This design comes from an exercise in tuning for small area and a short achievable clock period on the open sky130 flow, not from production work. Function was checked by simulation only, so behaviour that the tests miss may differ from the original. Power is estimated from default activity; no workload was simulated.

**flow/flow/dont_use.txt**
```
sky130_fd_sc_hd__probe_p_8 sky130_fd_sc_hd__probec_p_8 sky130_fd_sc_hd__lpflow_bleeder_1 sky130_fd_sc_hd__lpflow_clkbufkapwr_1 sky130_fd_sc_hd__lpflow_clkbufkapwr_16 sky130_fd_sc_hd__lpflow_clkbufkapwr_2 sky130_fd_sc_hd__lpflow_clkbufkapwr_4 sky130_fd_sc_hd__lpflow_clkbufkapwr_8 sky130_fd_sc_hd__lpflow_clkinvkapwr_1 sky130_fd_sc_hd__lpflow_clkinvkapwr_16 sky130_fd_sc_hd__lpflow_clkinvkapwr_2 sky130_fd_sc_hd__lpflow_clkinvkapwr_4 sky130_fd_sc_hd__lpflow_clkinvkapwr_8 sky130_fd_sc_hd__lpflow_decapkapwr_12 sky130_fd_sc_hd__lpflow_decapkapwr_3 sky130_fd_sc_hd__lpflow_decapkapwr_4 sky130_fd_sc_hd__lpflow_decapkapwr_6 sky130_fd_sc_hd__lpflow_decapkapwr_8 sky130_fd_sc_hd__lpflow_inputiso0n_1 sky130_fd_sc_hd__lpflow_inputiso0p_1 sky130_fd_sc_hd__lpflow_inputiso1n_1 sky130_fd_sc_hd__lpflow_inputiso1p_1 sky130_fd_sc_hd__lpflow_inputisolatch_1 sky130_fd_sc_hd__lpflow_isobufsrc_1 sky130_fd_sc_hd__lpflow_isobufsrc_16 sky130_fd_sc_hd__lpflow_isobufsrc_2 sky130_fd_sc_hd__lpflow_isobufsrc_4 sky130_fd_sc_hd__lpflow_isobufsrc_8 sky130_fd_sc_hd__lpflow_isobufsrckapwr_16 sky130_fd_sc_hd__lpflow_lsbuf_lh_hl_isowell_tap_1 sky130_fd_sc_hd__lpflow_lsbuf_lh_hl_isowell_tap_2 sky130_fd_sc_hd__lpflow_lsbuf_lh_hl_isowell_tap_4 sky130_fd_sc_hd__lpflow_lsbuf_lh_isowell_4 sky130_fd_sc_hd__lpflow_lsbuf_lh_isowell_tap_1 sky130_fd_sc_hd__lpflow_lsbuf_lh_isowell_tap_2 sky130_fd_sc_hd__lpflow_lsbuf_lh_isowell_tap_4 sky130_fd_sc_hd__clkdlybuf4s15_1 sky130_fd_sc_hd__clkdlybuf4s15_2 sky130_fd_sc_hd__clkdlybuf4s18_1 sky130_fd_sc_hd__clkdlybuf4s18_2 sky130_fd_sc_hd__clkdlybuf4s25_1 sky130_fd_sc_hd__clkdlybuf4s25_2 sky130_fd_sc_hd__clkdlybuf4s50_1 sky130_fd_sc_hd__clkdlybuf4s50_2 sky130_fd_sc_hd__dlygate4sd1_1 sky130_fd_sc_hd__dlygate4sd2_1 sky130_fd_sc_hd__dlygate4sd3_1 sky130_fd_sc_hd__dlymetal6s2s_1 sky130_fd_sc_hd__dlymetal6s4s_1 sky130_fd_sc_hd__dlymetal6s6s_1
```
**flow/design.v**
```verilog
`timescale 1ns / 1ps
module MIPS_cpu(
    input clock,
    input reset,
    output [31:0] imem_addr,
    input [31:0] imem_rdata,
    output [31:0] dmem_addr,
    output [31:0] dmem_wdata,
    output dmem_we,
    input [31:0] dmem_rdata,
    output wb_en,
    output [4:0] wb_addr,
    output [31:0] wb_data
    );
    reg  [31:0] pc;           
    reg  [31:0] pc_d;         
    reg  [31:0] ir;           
    reg  [31:0] sel_a, sel_b;  
    reg  [31:0] ones;         
    integer n;
    always @(*) begin
        ones = {pc[30:0], 1'b1};
        for (n = 1; n < 32; n = n * 2)
            ones = ones & ((ones << n) | ((32'd1 << n) - 32'd1));
    end
    wire [31:0] pc_inc = pc ^ ones;
    wire [31:0] pc_next;
    reg  [31:0] a_q, b_q;     
    reg         z_q;          
    reg  [4:0]  k_q;          
    reg         x_rw, x_we, x_ld, x_add, x_slt, x_cg;
    reg  [3:0]  x_tt;         
    reg         x_shl, x_shr, x_slc, x_src;
    reg         x_bz, x_bnz, x_jmp, x_jmr;
    reg  [4:0]  x_wa;
    reg         carry_q;
    reg         cin_q;        
    reg         wb_en_q;
    reg  [4:0]  wb_addr_q;
    reg  [31:0] wb_data_q;
    assign imem_addr  = pc;
    assign dmem_addr  = a_q;
    assign dmem_wdata = b_q;
    assign dmem_we    = x_we;
    assign wb_en      = wb_en_q;
    assign wb_addr    = wb_addr_q;
    assign wb_data    = wb_data_q;
    function [31:0] onehot(input [4:0] r);
        reg byp;
        integer k;
        begin
            byp = x_rw & (x_wa != 5'd0) & (x_wa == r);
            for (k = 1; k < 32; k = k + 1)
                onehot[k-1] = (r == k) & ~byp;
            onehot[31] = byp;
        end
    endfunction
    always @(posedge clock) begin
        if (reset) begin
            pc <= 32'd0;
            ir[31:25] <= 7'd0;
        end else begin
            pc <= pc_next;
            ir[31:25] <= imem_rdata[31:25];
        end
        ir[24:0] <= imem_rdata[24:0];
        sel_a <= onehot(imem_rdata[19:15]);
        sel_b <= onehot(imem_rdata[14:10]);
        pc_d <= pc_inc;
    end
    wire [6:0]  op  = ir[31:25];
    wire [4:0]  fd  = ir[24:20];
    wire [14:0] imm = ir[14:0];
    wire o_st   = op == 7'd1;
    wire o_add  = op == 7'd2;
    wire o_sub  = op == 7'd5;
    wire o_jml  = op == 7'd7;
    wire o_and  = op == 7'd8;
    wire o_or   = op == 7'd10;
    wire o_xor  = op == 7'd12;
    wire o_bz   = op == 7'd32;
    wire o_ld   = op == 7'd33;
    wire o_adi  = op == 7'd34;
    wire o_adci = op == 7'd35;
    wire o_sbi  = op == 7'd37;
    wire o_ani  = op == 7'd40;
    wire o_ori  = op == 7'd42;
    wire o_xri  = op == 7'd44;
    wire o_not  = op == 7'd46;
    wire o_lsl  = op == 7'd48;
    wire o_lsr  = op == 7'd49;
    wire o_shlc = op == 7'd50;
    wire o_shrc = op == 7'd51;
    wire o_mov  = op == 7'd64;
    wire o_jmp  = op == 7'd68;
    wire o_siu  = op == 7'd69;
    wire o_bnz  = op == 7'd96;
    wire o_jmr  = op == 7'd97;
    wire o_aiu  = op == 7'd98;
    wire o_slt  = op == 7'd101;
    wire o_pcst = op == 7'd127;
    wire d_and = o_and | o_ani;
    wire d_or  = o_or  | o_ori;
    wire d_xor = o_xor | o_xri;
    wire d_pass = o_mov | o_jml;
    wire d_rw  = o_add | o_sub | o_jml | d_and | d_or | d_xor | o_ld | o_adi |
                 o_adci | o_sbi | o_not | o_lsl | o_lsr | o_shlc | o_shrc |
                 o_mov | o_siu | o_aiu | o_slt | o_pcst;
    wire use_pc  = o_jml | o_pcst | o_bz | o_bnz | o_jmp;
    wire imm_se  = o_jml | o_pcst | o_bz | o_bnz | o_jmp | o_adi | o_adci | o_sbi;
    wire use_imm = imm_se | o_ani | o_ori | o_xri | o_siu | o_aiu;
    wire inv_b   = o_sub | o_sbi | o_siu | o_slt;
    wire [31:0] immx = {{17{imm_se & imm[14]}}, imm};
    wire        use_rb  = ~use_imm;
    wire [31:0] ra_n, rb_n;
    wire        ra_zero;
    MIPS_registerFile rf(clock, reset, sel_a, sel_b, wb_en_q, wb_addr_q, wb_data_q, ra_n, rb_n, ra_zero);
    wire [31:0] ra_v = ~ra_n;
    wire [31:0] rb_v = ~rb_n;
    wire [4:0] sh = imm[4:0];
    wire [31:0] b_other = immx ^ {32{inv_b}};
    always @(posedge clock) begin
        a_q  <= use_pc ? pc_d : ra_v;
        b_q  <= use_rb ? rb_v ^ {32{inv_b}} : b_other;
        z_q  <= ra_zero;
        k_q  <= o_lsl ? sh : o_lsr ? (5'd0 - sh) : o_shlc ? 5'd1 : 5'd31;
        x_wa <= fd;
        if (reset) begin
            {x_rw, x_we, x_ld, x_add, x_slt, x_cg} <= 6'd0;
            x_tt <= 4'd0;
            {x_shl, x_shr, x_slc, x_src} <= 4'd0;
            {x_bz, x_bnz, x_jmp, x_jmr} <= 4'd0;
        end else begin
            x_rw  <= d_rw;
            x_we  <= o_st;
            x_ld  <= o_ld;
            x_add <= o_add | o_sub | o_adi | o_adci | o_sbi | o_siu | o_aiu | o_pcst;
            x_slt <= o_slt;
            x_cg  <= o_add | o_adi | o_adci | o_aiu;
            x_tt  <= {d_and | d_or | d_pass, d_or | d_xor | d_pass, d_or | d_xor | o_not, o_not};
            x_shl <= o_lsl;
            x_shr <= o_lsr;
            x_slc <= o_shlc;
            x_src <= o_shrc;
            x_bz  <= o_bz;
            x_bnz <= o_bnz;
            x_jmp <= o_jmp | o_jml;
            x_jmr <= o_jmr;
        end
    end
    wire cin = cin_q;
    wire [33:0] s34 = {a_q[31], a_q, 1'b1} + {b_q[31], b_q, cin};
    wire [31:0] sum = s34[32:1];
    wire        le  = s34[33];    
    reg [31:0] lres;
    integer i;
    always @(*)
        for (i = 0; i < 32; i = i + 1)
            lres[i] = x_tt[{a_q[i], b_q[i]}];
    wire [31:0] r1  = k_q[0] ? {a_q[30:0], a_q[31]}    : a_q;
    wire [31:0] r2  = k_q[1] ? {r1[29:0],  r1[31:30]}  : r1;
    wire [31:0] r4  = k_q[2] ? {r2[27:0],  r2[31:28]}  : r2;
    wire [31:0] r8  = k_q[3] ? {r4[23:0],  r4[31:24]}  : r4;
    wire [31:0] rot = k_q[4] ? {r8[15:0],  r8[31:16]}  : r8;
    wire kz = k_q == 5'd0;
    reg [31:0] mask;
    always @(*)
        for (i = 0; i < 32; i = i + 1)
            mask[i] = x_shl ? (i >= k_q) : x_shr ? (kz | (i < k_q)) : (x_slc | x_src);
    wire [31:0] shm = rot & mask;
    wire [31:0] shres = {x_src ? carry_q : shm[31], shm[30:1], x_slc ? carry_q : shm[0]};
    wire x_sh = x_shl | x_shr | x_slc | x_src;
    wire [31:0] res_other = lres | ({32{x_sh}} & shres) | {31'd0, x_slt & le};
    wire cout = (x_cg & (a_q[31] | b_q[31]) & ~sum[31]) |
                (((x_shl | x_slc) & rot[0]) | ((x_shr | x_src) & rot[31])) & ~kz;
    wire [31:0] wbd = x_add ? sum : x_ld ? dmem_rdata : res_other;
    wire taken = x_jmp | (x_bz & z_q) | (x_bnz & ~z_q);
    assign pc_next = taken ? sum : x_jmr ? a_q : pc_inc;
    always @(posedge clock) begin
        carry_q   <= cout;
        cin_q     <= (o_sub | o_sbi | o_siu) | (o_adci & cout);
        wb_addr_q <= x_wa;
        wb_data_q <= wbd;
        if (reset)
            wb_en_q <= 1'b0;
        else
            wb_en_q <= x_rw;
    end
endmodule
`timescale 1ns / 1ps
module MIPS_registerFile(
    input clk,
    input reset,
    input [31:0] selA,
    input [31:0] selB,
    input load_enable,
    input [4:0] dest_select,
    input [31:0] reg_data,
    output [31:0] operandA_n,
    output [31:0] operandB_n,
    output reg zeroA            
    );
    wire [31:0] wdata = reg_data & {32{~reset}};
    wire        wzero = ~|wdata;
    wire [31:0] regs [1:31];
    wire [31:1] zf;             
    genvar i, b;
    generate
        for (i = 1; i < 32; i = i + 1) begin : r
            reg [31:0] q;
            reg z;
            always @(posedge clk)
                if (reset | (load_enable & (dest_select == i))) begin
                    q <= wdata;
                    z <= wzero;
                end
            assign regs[i] = q;
            assign zf[i] = z;
        end
    endgenerate
    integer j;
    always @(*) begin
        zeroA = ~|selA | (selA[31] & ~|reg_data);
        for (j = 1; j < 32; j = j + 1)
            zeroA = zeroA | (selA[j-1] & zf[j]);
    end
    generate
        for (b = 0; b < 32; b = b + 1) begin : rd
            wire [31:0] col;
            for (i = 1; i < 32; i = i + 1) begin : c
                assign col[i-1] = regs[i][b];
            end
            assign col[31] = reg_data[b];
            rf_read32 pa(col, selA, operandA_n[b]);
            rf_read32 pb(col, selB, operandB_n[b]);
        end
    endgenerate
endmodule
module rf_read32(input [31:0] d, input [31:0] s, output yn);
    wire [10:0] n;
    genvar k;
    generate
        for (k = 0; k < 10; k = k + 1) begin : g
            rf_aoi222 a(d[3*k], s[3*k], d[3*k+1], s[3*k+1], d[3*k+2], s[3*k+2], n[k]);
        end
    endgenerate
    rf_aoi22 l(d[30], s[30], d[31], s[31], n[10]);
    wire o1, o2, o3;
    rf_nand4 x1(n[0], n[1], n[2], n[3], o1);
    rf_nand4 x2(n[4], n[5], n[6], n[7], o2);
    rf_nand3 x3(n[8], n[9], n[10], o3);
    rf_nor3  x4(o1, o2, o3, yn);
endmodule
module rf_aoi222(input a1, input a2, input b1, input b2, input c1, input c2, output y);
    assign y = ~((a1 & a2) | (b1 & b2) | (c1 & c2));
endmodule
module rf_aoi22(input a1, input a2, input b1, input b2, output y);
    assign y = ~((a1 & a2) | (b1 & b2));
endmodule
module rf_nand4(input a, input b, input c, input d, output y);
    assign y = ~(a & b & c & d);
endmodule
module rf_nand3(input a, input b, input c, output y);
    assign y = ~(a & b & c);
endmodule
module rf_nor3(input a, input b, input c, output y);
    assign y = ~(a | b | c);
endmodule
```
**flow/flow/run.sh**
```bash
#!/bin/bash
# Layout flow: the standard flow (standard.sh), run in two parts.
#  1. synthesis, unchanged;
#  2. floorplan to final layout, with
#     - the delay cells (dlygate*, clkdlybuf*, dlymetal*) added to the
#       platform's don't-use list, so that port buffers and repair buffers
#       are plain buffers that timing repair can resize;
#     - flow/downsize.tcl run right after the netlist is loaded: every
#       combinational cell is set to the smallest drive strength of its
#       family, and the flow's timing repair upsizes only what needs it.
# Each part's full output goes to its own log file here.
set -euo pipefail
DU="$(cat flow/dont_use.txt)"
bash standard.sh synth > synth.log 2>&1
bash standard.sh "DONT_USE_CELLS=$DU" "PRE_FLOORPLAN_TCL=$PWD/flow/downsize.tcl" finish > layout.log 2>&1
```
**flow/config.mk**
```make
export PLATFORM = sky130hd
export DESIGN_NAME = MIPS_cpu
export DESIGN_NICKNAME = MIPS_cpu
export VERILOG_FILES = /design/flow/design.v
export SDC_FILE = /design/flow/constraint.sdc
export NUM_CORES = 8
export LEC_CHECK = 0
export CAP_MARGIN = 30
export CORE_MARGIN = 2
export CORE_UTILIZATION = 45
export CTS_CLUSTER_DIAMETER = 100
export CTS_CLUSTER_SIZE = 20
export SETUP_SLACK_MARGIN = 5
export SLEW_MARGIN = 30
export SYNTH_HIERARCHICAL = 1
```
**flow/constraint.sdc**
```tcl
create_clock -name core_clock -period 8.0 [get_ports {clock}]
set_input_delay 1.6000 -clock core_clock [delete_from_list [all_inputs] [get_ports {clock}]]
set_output_delay 1.6000 -clock core_clock [all_outputs]
set_load 0.01 [all_outputs]
```
**flow/flow/downsize.tcl**
```tcl
# Downsize every combinational cell (but the NOR3 / AOI22 cells, the last
# stages of the register file read trees, which drive long wires) to the smallest cell of its family
# (same function and pins); timing repair later upsizes what needs it.
set db [ord::get_db]
set block [ord::get_db_block]
array set best {}
foreach lib [$db getLibs] {
  foreach m [$lib getMasters] {
    set n [$m getName]
    if {[regexp {^(sky130_fd_sc_hd__[a-z0-9]+)_([0-9]+)$} $n -> fam sz]} {
      set a [expr {[$m getWidth] * [$m getHeight]}]
      if {![info exists best($fam)] || $a < [lindex $best($fam) 1]} {
        set best($fam) [list $n $a]
      }
    }
  }
}
set cnt 0
foreach inst [$block getInsts] {
  set n [[$inst getMaster] getName]
  if {![regexp {^(sky130_fd_sc_hd__[a-z0-9]+)_([0-9]+)$} $n -> fam sz]} { continue }
  if {[regexp {__(df|edf|sdf|dl|conb|tap|fill|decap|clk|nor3|a22oi)} $fam]} { continue }
  set b [lindex $best($fam) 0]
  if {$b ne $n} {
    replace_cell [get_cells [$inst getName]] [get_lib_cells $b]
    incr cnt
  }
}
puts "downsize: replaced $cnt cells"
```
**flow/standard.sh**
```bash
#!/bin/bash
# synth_recipe.tcl (not shown) runs the flow's synth.tcl, then flattens the netlist and writes it again
# the make line also repeats each setting of config.mk as NAME=value (left out here)
make -C /OpenROAD-flow-scripts/flow DESIGN_CONFIG=/design/flow/config.mk WORK_HOME=/design/flow/orfs CLKGATE_MAP_FILE= SYNTH_SCRIPT=/design/flow/synth_recipe.tcl "${@:-finish}"
```
==> results.cfg <==
[outcome]
status = complete, no violations

[drt]
vias = 43454
drtIter0Drc = 10074
first_pass_iters = 14
wl_um = 225000
drc_errors = 0
route.antenna.remaining_nets = 0
avgRoutedWirePerCell_um = 38.76
routed_via_density = 7.486

[synth]
synthSimpleGateAreaFrac = 0.08448
synthCells = 3781
synthAdderAreaFrac = 0.008399
ys.flop_type = edfxtp_1
avgSynthCellArea_um2 = 14.71
synth-compound-area-share = 0.1815
syn-cell-area_um2 = 55610
synth_top_family_by_area = compound AO/OA/AOI/OAI gates
ys_ff_latch = 1311
synthArstFlopShare = 0
synth_top_area_frac = 0.5513
synth_edf_count = 1023
yosys_area_um2 = 55720
ys_seq_area_frac = 0.6548
yosys-top-cells-area = edfxtp_1 55%, a222oi_1 12%, dfxtp_1 10%
yosysTopAreaCell = edfxtp_1
synth_nets = 3883
yosysUniqueCellTypes = 80
synth_warnings = 8
synth_xor_area_frac = 0.01635
synthMuxAreaShare = 0.04280

[final_layout]
fin_nets = 4222
final_cell_mix = 1023 x edfxtp_1, 641 x a222oi_1, 235 x buf_1
layout_commonest_cell = edfxtp_1
area_delta_synth_final_pct = 12.24
multi_input_area_um2 = 19340
fillerInstances = 10336
regArea_um2 = 36770
layout-drive-gt1-share = 0.1648

[placement]
gp_congestion = 0.9716
dpl.hpwl_um = 143600
port_buffers = 200

[clock_tree]
clk_pin_slew_worst_paths_ns = 0.09
cts_htree_levels = 3
cts_tree = done
insertion_delay_ns = 0.70
cts-root-buf = clkbuf_16
cts_hold_buf = 0
clock_path_buffers = 3
cts.sinks = 1311
cts_buffers = 76

[sta]
tns_ns = 0
fin_crit_ns = 3.106
final_hold_viol_count = 0
hold_ws_ns = 0.3310
grt_setup_unrepaired = true
fin_worst_skew_ns = 0.04811
worst_pin_slew_ns = 1.107
max_slew_margin = 0.2608
setup_viol = 0
period_share = 0.3883
fmaxAchievable_ghz = 0.3220
slew_viol_final = 0

[worst_setup_path]
r2r_end = b_q[14]
critPathRequiredTime_ns = 8.53
crit_path_start = sel_b[29]
worstSetupPathType = reg2reg
reg2regPathDepth = 7
cp.arrival_ns = 3.64
crit_end = b_q[14]
worst_setup_path_end_kind = flop
r2r-start = sel_b[29]
r2r_slack_ns = 4.89
crit_path_start_kind = flop
crit_fanout = 18

[floorplan]
fp.dieW_um = 355.5
rows = 128
io-pin-count = 201
initial_core_util = 0.4551
die_h_um = 355.5
die-area_um2 = 126400
core-area_um2 = 122200

[power_and_ir_drop]
leakage_nw = 20.84
vdd_drop_max_v = 0.0002089
cellPowerDensity_nw_per_um2 = 230.6

[global_routing]
antenna_found_initial = 5
grt_overflow = 0
grt_max_degree = 54
grt_usage = 0.3434
first_global_vias = 40746
grt_pass1_wl_um = 309300

[worst_hold_path]
hp-class = reg2reg

[job]
cap_violations = 0
-- per-module statistics from Yosys, one instance, submodules excluded, excerpt --
module,copies in the design,cells inside,cell area (um2),flip-flops and latches
MIPS_cpu,1,1657,15170,288
MIPS_registerFile,1,1164,31580,1023
rf_aoi22,64,1,12.51,0
rf_aoi222,640,1,10.01,0
rf_nand3,64,1,5.005,0
rf_nand4,128,1,6.256,0
rf_nor3,64,1,10.01,0
-- critical path, stage by stage (launching register included) --
cell	delay [ns]
dfxtp_1	1.06
buf_2	0.68
a222oi_1	0.20
nand3_1	0.31
nor3_2	0.13
nor3_1	0.22
a21oi_1	0.13
xnor2_1	0.17
-- synthesized netlist by cell type, drive strengths merged, types with 51 or more instances --
master  instances
mux2i          56
nor2          169
nand3          94
a222oi        641
clkbuf         96
nor3          105
dfxtp         288
nor2b          51
edfxtp       1023
nand4         150
a22oi          66
o21ai         151
nand2         163
xnor2          59
a21oi         108
mux4           74
-- layout make-up --
cell class / count / area share
clock inverter: 10 / 0.002586
sequential: 1311 / 0.5890
multi-input combinational: 2313 / 0.3099
timing repair inverter: 1 / 0.00008018
inverter: 31 / 0.002024
tap: 1625 / 0.03257
timing repair buffer: 386 / 0.02928
antenna: 6 / 0.0002405
clock buffer: 122 / 0.03426
-- state kept, by name (all words and copies together) (netlist names), 27 cells and up --
register	flops
sel_b	32
b_q	32
pc_d	32
rf.r.q	992
pc	32
ir	27
a_q	32
wb_data_q	32
rf.r.z	31
sel_a	32
-- repair_timing --
action,in CTS,in global routing
pin swaps,12,7
gates resized for setup,199,59
gates cloned,1,2
buffers inserted,36,11
setup endpoints to repair,1388,304
-- where the power goes --
| part | internal [mW] | total [mW] | switching (mW) |
|---|---|---|---|
| combinational | 0.586 | 1.84 | 1.26 |
| sequential | 7.86 | 8.37 | 0.510 |
| clock | 1.90 | 4.18 | 2.28 |
| total | 10.3 | 14.4 | 4.05 |
-- kinds of logic (layout without fill, tap and decap cells) --
kind of cell,Yosys count,in the layout
flops,1311,1311
compound gates,1162,1164
simple gates,864,864
buf+inv,159,550
mux,144,144
xor+xnor,104,104
fa+ha+maj,37,37
other cells,0,6
-- how the worst min path moves through the flow --
stage                     startpoint  endpoint  cells after the start
after floorplan               ir[20]   x_wa[0]                      0
after global placement        ir[23]   x_wa[3]                      0
after detailed placement      ir[20]   x_wa[0]                      0
after CTS                     ir[24]   x_wa[4]                      0
after global routing          ir[24]   x_wa[4]                      0
final                         ir[21]   x_wa[1]                      0
-- through the flow --
stage / instances / utilization / setup slack (ns) / area [um2] / power [mW]
after floorplan: 3781 / - / 4.142 / 55730 / 9.237
after global placement: 5614 / 0.4827 / 2.794 / 58980 / 10.15
after detailed placement: 5616 / 0.4842 / 3.117 / 59170 / 10.18
after CTS: 5785 / 0.5085 / 4.956 / 62140 / 14.29
after global routing: 5800 / 0.5107 / 4.890 / 62410 / 14.74
final: 5805 / 0.5108 / 4.894 / 62420 / 14.39
-- metal layers --
layer  vias to the layer above  share of wire  global-route usage
li1                      17374              -                   -
met1                     21865           0.36              0.4504
met2                      3563           0.44              0.5275
met3                       650           0.14              0.1028
met4                         2          0.057              0.1528
met5                         -       0.000031                   0

afterwards: timing with drivers on the ports:
Ports are ideal in the flow. The routed layout listed here was re-timed in OpenROAD.
Step 1 (the two cells are an assumption about what drives the block):
set clk [get_ports {clock}]
set_driving_cell -lib_cell sky130_fd_sc_hd__clkbuf_16 $clk
set_driving_cell -lib_cell sky130_fd_sc_hd__buf_2 [delete_from_list [all_inputs] $clk]
Step 2, shift: input delay + t, output delay - t, t = (earliest + latest rising clock arrival at the registers) / 2. This alone moves slack from input paths to output paths.
Slacks: no drivers / after step 1 / after step 2; pairs: no drivers / after step 1.
t (ns): 0.753
setup slack, ns: 4.894 / 4.868 / 4.275
hold WS [ns]: 0.331 / 0.331 / 0.331
worst setup path after step 2: input to register
slew at the worst register clock pin (ns): 0.09 / 0.09
After both steps this run still meets setup and hold. For this run, drivers alone change the setup slack by -0.026 ns; drivers and shift together by -0.619 ns.
